Source: an optimization exercise on an open RTL-to-GDS flow (aim: small area). Production flows keep margins and buffers that such runs may drop. RTL that was checked went through simulation tests only; none was proved equivalent to the original.

## smv16b
module smv16b(
	output	[15:0]	dout_inst,
	output	reg [15:0]	dout_avg,
	input 	[15:0]	din,
	input 	run,
	input	sysrst,
	input	clk
);
	localparam [5:0] S_IDLE = 6'd28;
	localparam [5:0] S_POLL = 6'd56;
	localparam [3:0] C_0    = 4'd1;
	localparam [3:0] C_13   = 4'd8;
	reg [5:0]  t;
	reg [3:0]  c;
	reg        clr;     
	reg        pend;    
	reg [15:0] ring [0:13];
	reg [15:0] n_q, d;
	reg [19:0] acc;
	wire [15:0] tap = ring[13];
	wire [15:0] n   = ~n_q;
	wire st_poll = t[5] & t[4] & t[3];               
	wire st_f1   = t[5] & t[4] & t[0];               
	wire st_f20  = ~t[4] & t[3] & t[2] & ~t[0];      
	wire st_f34  = t[2] & t[1] & t[0];               
	wire c_is_0  = ~c[3] & ~c[2] & ~c[1];            
	wire c_is_13 = ~c[2] & ~c[1] & ~c[0];            
	wire rst   = ~sysrst;
	wire load  = st_f1;
	wire swap  = pend & c_is_0;
	wire cwrap = c_is_13;
	wire keep  = ~swap & ~clr;
	wire n_din = sysrst & load;
	wire n_tap = sysrst & swap;
	wire n_hld = sysrst & ~load & ~swap;
	wire d_new = sysrst & load;
	wire d_hld = sysrst & ~load;
	wire [5:0] t_lfsr = {t[4:0], ~(t[5] ^ t[4])};
	wire [3:0] c_lfsr = {c[2:0], ~(c[3] ^ c[2])};
	wire        init = st_f20;
	wire [19:0] opa  = ({20{init}} & {4'b0, d}) | ({20{~init}} & acc);
	wire [19:0] opb  = {4'b0, ({16{init}} & n) | ({16{~init}} & tap)};
	wire [19:0] sum;
	wire [20:0] cy;
	assign cy[0] = 1'b0;
	genvar k;
	generate
		for (k = 0; k < 20; k = k + 1) begin : g_add
			assign sum[k]  = opa[k] ^ opb[k] ^ cy[k];
			assign cy[k+1] = (opa[k] & opb[k]) | (opa[k] & cy[k]) | (opb[k] & cy[k]);
		end
	endgenerate
	assign dout_inst = d;
	integer i;
	always @(posedge clk) begin
		for (i = 13; i > 0; i = i - 1)
			ring[i] <= ring[i-1];
		ring[0] <= ({16{swap}} & n) | ({16{keep}} & tap);
	end
	always @(posedge clk) begin
		if (rst) begin
			t    <= S_IDLE;
			c    <= C_0;
			clr  <= 1'b1;
			pend <= 1'b0;
		end else begin
			if (st_f34)
				t <= S_POLL;
			else if (st_poll && !run)
				t <= S_IDLE;
			else
				t <= t_lfsr;
			if (cwrap || swap)
				c <= C_0;
			else
				c <= c_lfsr;
			if (cwrap)
				clr <= 1'b0;
  ...
Size: ~520 cells after synthesis, roughly 300 flip-flops, about 51 I/O pins, roughly 0.0076 sq mm of cells after synthesis.
==> module smv16b, before the edit <==
module smv16b(
	output	[15:0]	dout_inst,
	output	reg [15:0]	dout_avg,
	input 	[15:0]	din,
	input 	run,
	input	sysrst,
	input	clk
);
	localparam [5:0] S_IDLE = 6'd28;
	localparam [5:0] S_POLL = 6'd56;
	localparam [3:0] C_0    = 4'd1;
	localparam [3:0] C_13   = 4'd8;
	reg [5:0]  t;
	reg [3:0]  c;
	reg        clr;     
	reg        pend;    
	reg [15:0] ring [0:13];
	reg [15:0] n_q, d;
	reg [19:0] acc;
	wire [15:0] tap = ring[13];
	wire [15:0] n   = ~n_q;
	wire st_poll = t[5] & t[4] & t[3];               
	wire st_f1   = t[5] & t[4] & t[0];               
	wire st_f20  = ~t[4] & t[3] & t[2] & ~t[0];      
	wire st_f34  = t[2] & t[1] & t[0];               
	wire c_is_0  = ~c[3] & ~c[2] & ~c[1];            
	wire c_is_13 = ~c[2] & ~c[1] & ~c[0];            
	wire rst   = ~sysrst;
	wire load  = st_f1;
	wire swap  = pend & c_is_0;
	wire cwrap = c_is_13;
	wire keep  = ~swap & ~clr;
	wire n_din = sysrst & load;
	wire n_tap = sysrst & swap;
	wire n_hld = sysrst & ~load & ~swap;
	wire d_new = sysrst & load;
	wire d_hld = sysrst & ~load;
	wire [5:0] t_lfsr = {t[4:0], ~(t[5] ^ t[4])};
	wire [3:0] c_lfsr = {c[2:0], ~(c[3] ^ c[2])};
	wire        init = st_f20;
	wire [19:0] opa  = ({20{init}} & {4'b0, d}) | ({20{~init}} & acc);
	wire [19:0] opb  = {4'b0, ({16{init}} & n) | ({16{~init}} & tap)};
	wire [19:0] sum;
	wire [20:0] cy;
	assign cy[0] = 1'b0;
	genvar k;
	generate
		for (k = 0; k < 20; k = k + 1) begin : g_add
			assign sum[k]  = opa[k] ^ opb[k] ^ cy[k];
			assign cy[k+1] = (opa[k] & opb[k]) | (opa[k] & cy[k]) | (opb[k] & cy[k]);
		end
	endgenerate
	assign dout_inst = d;
	integer i;
	always @(posedge clk) begin
		for (i = 13; i > 0; i = i - 1)
			ring[i] <= ring[i-1];
		ring[0] <= ({16{swap}} & n) | ({16{keep}} & tap);
	end
	always @(posedge clk) begin
		if (rst) begin
			t    <= S_IDLE;
			c    <= C_0;
			clr  <= 1'b1;
			pend <= 1'b0;
		end else begin
			if (st_f34)
				t <= S_POLL;
			else if (st_poll && !run)
				t <= S_IDLE;
			else
				t <= t_lfsr;
			if (cwrap || swap)
				c <= C_0;
			else
				c <= c_lfsr;
			if (cwrap)
				clr <= 1'b0;
			if (load)
				pend <= 1'b1;
			else if (swap)
				pend <= 1'b0;
		end
	end
	always @(posedge clk) begin
		n_q <= ~(({16{n_din}} & din) | ({16{n_tap}} & tap) | ({16{n_hld}} & n));
		d   <= ({16{d_new}} & n) | ({16{d_hld}} & d);
	end
	always @(posedge clk) begin
		acc <= sum;
		if (st_f34 && sysrst)
			dout_avg <= sum[19:4];
	end
endmodule
clock: 10.0 ns
lec_check: 0
cap_margin: 20
core_margin: 2
core_utilization: 70
cts_buf_list: sky130_fd_sc_hd__clkbuf_8
cts_cluster_diameter: 60
cts_cluster_size: 19
place_density: 0.8
slew_margin: 20
standard.sh (not shown) runs the stock make flow with config.mk's settings and CLKGATE_MAP_FILE= SYNTH_SCRIPT=/design/flow/synth_recipe.tcl, a recipe that flattens the netlist after the stock synthesis.
==> flow/flow/run.sh <==
#!/bin/bash
# The standard ORFS layout (standard.sh) with two changes:
#  - synthesis maps the combinational logic with an area-oriented ABC script
#    (flow/abc_area.script) instead of ORFS's speed script; everything else
#    in synthesis (incl. -nofsm -noshare, flatten, rename) is unchanged, so the
#    registers are the standard synthesis's;
#  - the port buffers inserted by buffer_ports use the smallest buffer cell.
# Each tool's output goes to a log file in this folder.
set -euo pipefail
W=$(pwd)
# synthesis script: synth_recipe.tcl, sourcing a copy of ORFS's synth.tcl whose
# abc call uses our ABC script
sed 's#^  log_cmd abc {\*}\$abc_args#  set abc_args [lreplace $abc_args 1 1 '"$W"'/flow/abc_area.script]\n  log_cmd abc {*}$abc_args#' \
  "$FLOW_HOME/scripts/synth.tcl" > "$W/synth_area.tcl"
grep -q "flow/abc_area.script" "$W/synth_area.tcl"
sed "s#source \$::env(SCRIPTS_DIR)/synth.tcl#source $W/synth_area.tcl#" synth_recipe.tcl > "$W/synth_recipe_area.tcl"
grep -q "synth_area.tcl" "$W/synth_recipe_area.tcl"
sed "s#SYNTH_SCRIPT=[^ ]*#SYNTH_SCRIPT=$W/synth_recipe_area.tcl#" standard.sh > "$W/standard_area.sh"
grep -q "synth_recipe_area.tcl" "$W/standard_area.sh"
export BUFFER_PORTS_ARGS="-buffer_cell sky130_fd_sc_hd__buf_1"
export CTS_ARGS="-sink_clustering_enable -repair_clock_nets -dont_use_dummy_load -buf_list {sky130_fd_sc_hd__clkbuf_4 sky130_fd_sc_hd__clkbuf_8} -sink_clustering_buffer sky130_fd_sc_hd__clkbuf_8 -root_buf sky130_fd_sc_hd__clkbuf_4 -sink_clustering_size 19 -sink_clustering_max_diameter 60"
bash "$W/standard_area.sh" > "$W/flow_orfs.log" 2>&1
==> flow/flow/abc_area.script <==
strash
dch -f
amap
topo
dnsize
The first run finished with timing, DRC and antenna clean.
==> next run, changes <==
--- a/flow/design.v
+++ b/flow/design.v
@@ -262,4 +262,8 @@
 	localparam [3:0] C_13   = 4'd8;
 	reg [5:0]  t;
+	wire st_poll = t[5] & t[4] & t[3];               
+	wire st_f1   = t[5] & t[4] & t[0];               
+	wire st_f20  = ~t[4] & t[3] & t[2] & ~t[0];      
+	wire st_f34  = t[2] & t[1] & t[0];               
 	reg [3:0]  c;
 	reg        clr;     
@@ -270,14 +274,8 @@
 	wire [15:0] tap = ring[13];
 	wire [15:0] n   = ~n_q;
-	wire st_poll = t[5] & t[4] & t[3];               
-	wire st_f1   = t[5] & t[4] & t[0];               
-	wire st_f20  = ~t[4] & t[3] & t[2] & ~t[0];      
-	wire st_f34  = t[2] & t[1] & t[0];               
-	wire c_is_0  = ~c[3] & ~c[2] & ~c[1];            
-	wire c_is_13 = ~c[2] & ~c[1] & ~c[0];            
 	wire rst   = ~sysrst;
 	wire load  = st_f1;
-	wire swap  = pend & c_is_0;
-	wire cwrap = c_is_13;
+	wire swap  = pend & ~c[3] & ~c[2] & ~c[1];       
+	wire cwrap = ~c[2] & ~c[1] & ~c[0];       
 	wire keep  = ~swap & ~clr;
 	wire n_din = sysrst & load;
Outcome: The new run produced a clean layout; design area hardly moves; die area stays flat; worst setup slack gets worse by 0.051 ns; clock skew decreases by 0.045 ns; wire length decreases by 4.9%; worst hold slack gets better by 0.022 ns.
The RTL of the second run of this note was laid out without a check of its function.

---

Another version of the RTL of smv16b (not shown whole).
Size in the first run: about 520 cells after synthesis, roughly 300 flip-flops, roughly 7700 um2 of cells after synthesis.
==> module smv16b, before the edit <==
module smv16b(
	output	[15:0]	dout_inst,
	output	reg [15:0]	dout_avg,
	input 	[15:0]	din,
	input 	run,
	input	sysrst,
	input	clk
);
	localparam [5:0] S_IDLE = 6'd0;
	localparam [5:0] S_POLL = 6'd1;
	localparam [5:0] S_F1   = 6'd3;    
	localparam [5:0] S_F20  = 6'd22;   
	localparam [5:0] S_F34  = 6'd6;    
	localparam [3:0] C_0    = 4'd0;
	localparam [3:0] C_13   = 4'd4;
	localparam [15:0] PR = {16{1'b0}};   
	localparam [15:0] PN = {16{1'b1}};   
	localparam [19:0] PA = {20{1'b0}};   
	reg [5:0]  t;
	reg [3:0]  c;
	reg        clr;     
	reg        pend;    
	reg [15:0] ring_q [0:13];
	reg [15:0] n_q, d;
	reg [19:0] acc_q;
	wire [15:0] tap = ring_q[13] ^ PR;
	wire [15:0] n   = n_q ^ PN;
	wire [19:0] acc = acc_q ^ PA;
	wire rst   = ~sysrst;
	wire load  = (t == S_F1);
	wire swap  = pend & (c == C_0);
	wire cwrap = (c == C_13);
	wire keep  = ~swap & ~clr;
	wire n_din = sysrst & load;
	wire n_tap = sysrst & swap;
	wire n_hld = sysrst & ~load & ~swap;
	wire d_new = sysrst & load;
	wire d_hld = sysrst & ~load;
	wire [5:0] t_lfsr = {t[4:0], ~(t[5] ^ t[4])};
	wire [3:0] c_lfsr = {c[2:0], ~(c[3] ^ c[2])};
	wire        init = (t == S_F20);
	wire [19:0] opa  = ({20{init}} & {4'b0, d}) | ({20{~init}} & acc);
	wire [19:0] opb  = {4'b0, ({16{init}} & n) | ({16{~init}} & tap)};
	wire [19:0] sum;
	wire [20:0] cy;
	assign cy[0] = 1'b0;
	genvar k;
	generate
		for (k = 0; k < 20; k = k + 1) begin : g_add
			assign sum[k]  = opa[k] ^ opb[k] ^ cy[k];
			assign cy[k+1] = (opa[k] & opb[k]) | (opa[k] & cy[k]) | (opb[k] & cy[k]);
		end
	endgenerate
	assign dout_inst = d;
	integer i;
	always @(posedge clk) begin
		for (i = 13; i > 0; i = i - 1)
			ring_q[i] <= ring_q[i-1];
		ring_q[0] <= (({16{swap}} & n) | ({16{keep}} & tap)) ^ PR;
	end
	always @(posedge clk) begin
		if (rst) begin
			t    <= S_IDLE;
			c    <= C_0;
			clr  <= 1'b1;
			pend <= 1'b0;
		end else begin
			if (t == S_F34)
				t <= S_POLL;
			else if (t == S_POLL && !run)
				t <= S_IDLE;
			else
				t <= t_lfsr;
			if (cwrap || swap)
				c <= C_0;
			else
				c <= c_lfsr;
			if (cwrap)
				clr <= 1'b0;
			if (load)
				pend <= 1'b1;
			else if (swap)
				pend <= 1'b0;
		end
	end
	always @(posedge clk) begin
		n_q <= (({16{n_din}} & din) | ({16{n_tap}} & tap) | ({16{n_hld}} & n)) ^ PN;
		d   <= ({16{d_new}} & n) | ({16{d_hld}} & d);
	end
	always @(posedge clk) begin
		acc_q <= sum ^ PA;
		if (t == S_F34 && sysrst)
			dout_avg <= sum[19:4];
	end
endmodule
Settings: LEC_CHECK=0, CAP_MARGIN=20, CORE_MARGIN=2, CORE_UTILIZATION=70, CTS_BUF_LIST=sky130_fd_sc_hd__clkbuf_8, CTS_CLUSTER_DIAMETER=60, CTS_CLUSTER_SIZE=19, PLACE_DENSITY=0.8, SLEW_MARGIN=20; clock period 10.0 ns.
==> flow/flow/run.sh <==
#!/bin/bash
# The standard ORFS layout (standard.sh) with two changes:
#  - synthesis maps the combinational logic with an area-oriented ABC script
#    (flow/abc_area.script) instead of ORFS's speed script; everything else
#    in synthesis (incl. -nofsm -noshare, flatten, rename) is unchanged, so the
#    registers are the standard synthesis's;
#  - the port buffers inserted by buffer_ports use the smallest buffer cell.
# Each tool's output goes to a log file in this folder.
set -euo pipefail
W=$(pwd)
# synthesis script: synth_recipe.tcl, sourcing a copy of ORFS's synth.tcl whose
# abc call uses our ABC script
sed 's#^  log_cmd abc {\*}\$abc_args#  set abc_args [lreplace $abc_args 1 1 '"$W"'/flow/abc_area.script]\n  log_cmd abc {*}$abc_args#' \
  "$FLOW_HOME/scripts/synth.tcl" > "$W/synth_area.tcl"
grep -q "flow/abc_area.script" "$W/synth_area.tcl"
sed "s#source \$::env(SCRIPTS_DIR)/synth.tcl#source $W/synth_area.tcl#" synth_recipe.tcl > "$W/synth_recipe_area.tcl"
grep -q "synth_area.tcl" "$W/synth_recipe_area.tcl"
sed "s#SYNTH_SCRIPT=[^ ]*#SYNTH_SCRIPT=$W/synth_recipe_area.tcl#" standard.sh > "$W/standard_area.sh"
grep -q "synth_recipe_area.tcl" "$W/standard_area.sh"
export BUFFER_PORTS_ARGS="-buffer_cell sky130_fd_sc_hd__buf_1"
bash "$W/standard_area.sh" > "$W/flow_orfs.log" 2>&1
Scripts as last shown in full above: flow/flow/abc_area.script
Then changed:
--- a/flow/design.v
+++ b/flow/design.v
@@ -260,29 +260,24 @@
 	localparam [5:0] S_POLL = 6'd1;
 	localparam [5:0] S_F1   = 6'd3;    
 	localparam [5:0] S_F20  = 6'd22;   
 	localparam [5:0] S_F34  = 6'd6;    
 	localparam [3:0] C_0    = 4'd0;
 	localparam [3:0] C_13   = 4'd4;
-	localparam [15:0] PR = {16{1'b0}};   
-	localparam [15:0] PN = {16{1'b1}};   
-	localparam [19:0] PA = {20{1'b0}};   
 	reg [5:0]  t;
 	reg [3:0]  c;
 	reg        clr;     
 	reg        pend;    
-	reg [15:0] ring_q [0:13];
-	reg [15:0] n_q, d;
-	reg [19:0] acc_q;
-	wire [15:0] tap = ring_q[13] ^ PR;
-	wire [15:0] n   = n_q ^ PN;
-	wire [19:0] acc = acc_q ^ PA;
+	reg [15:0] ring [0:13];
+	reg [15:0] n, d;
+	reg [19:0] acc;
 	wire rst   = ~sysrst;
 	wire load  = (t == S_F1);
 	wire swap  = pend & (c == C_0);
 	wire cwrap = (c == C_13);
+	wire [15:0] tap = ring[13];
 	wire keep  = ~swap & ~clr;
 	wire n_din = sysrst & load;
 	wire n_tap = sysrst & swap;
 	wire n_hld = sysrst & ~load & ~swap;
 	wire d_new = sysrst & load;
 	wire d_hld = sysrst & ~load;
@@ -302,14 +297,14 @@
 		end
 	endgenerate
 	assign dout_inst = d;
 	integer i;
 	always @(posedge clk) begin
 		for (i = 13; i > 0; i = i - 1)
-			ring_q[i] <= ring_q[i-1];
-		ring_q[0] <= (({16{swap}} & n) | ({16{keep}} & tap)) ^ PR;
+			ring[i] <= ring[i-1];
+		ring[0] <= ({16{swap}} & n) | ({16{keep}} & tap);
 	end
 	always @(posedge clk) begin
 		if (rst) begin
 			t    <= S_IDLE;
 			c    <= C_0;
 			clr  <= 1'b1;
@@ -331,15 +326,15 @@
 				pend <= 1'b1;
 			else if (swap)
 				pend <= 1'b0;
 		end
 	end
 	always @(posedge clk) begin
-		n_q <= (({16{n_din}} & din) | ({16{n_tap}} & tap) | ({16{n_hld}} & n)) ^ PN;
-		d   <= ({16{d_new}} & n) | ({16{d_hld}} & d);
+		n <= ({16{n_din}} & din) | ({16{n_tap}} & tap) | ({16{n_hld}} & n);
+		d <= ({16{d_new}} & n) | ({16{d_hld}} & d);
 	end
 	always @(posedge clk) begin
-		acc_q <= sum ^ PA;
+		acc <= sum;
 		if (t == S_F34 && sysrst)
 			dout_avg <= sum[19:4];
 	end
 endmodule
Result: The new run completed with no timing, DRC or antenna violations. Worst hold slack loses 9.4 ps. Cell count went up by about 2.4%. Area after synthesis went up by 0.78%. Clock skew rose by 14 ps. Die area rises by about 0.8%. Fmax came out higher by about 1.9%. Core utilization goes up by 0.28 points. Wire length shrinks by about 1.4%. Worst setup slack improved by 170 ps. Critical path depth grows by 1. First-iteration DRC count shrinks by 11%.
No functional check of the RTL was part of the first run of this note.

## port drivers added, routing unchanged
Ports are ideal in the flow. The routed layouts listed here were re-timed in OpenROAD. Step 1: set_driving_cell puts a clkbuf_16 on clk and a buf_2 on each other input, an assumption about the parent block. Step 2 moves the port delays by t, midway between the first and last clock arrival at a register: inputs arrive t later, outputs are due t later. That takes back most of the time a late clock gives input paths. Slacks: ideal ports / drivers / drivers and shift; pairs: ideal ports / drivers.
| run | t, ns | slack for setup (ns) | latest minus earliest clock arrival (ns) | worst slew at a driven data input, ns |
|---|---|---|---|---|
| the first run of note 1 | 0.621 | 0.918 / 0.918 / 0.918 | 0.061 / 0.062 | 0.03 |
| the second run of note 1 | 0.613 | 0.867 / 0.867 / 0.867 | 0.017 / 0.017 | 0.03 |
| the first run of note 2 | 0.540 | 0.543 / 0.543 / 0.543 | 0.016 / 0.015 | 0.03 |
| the second run of note 2 | 0.526 | 0.715 / 0.715 / 0.715 | 0.029 / 0.028 | 0.04 |
After both steps every run listed still meets setup and hold.
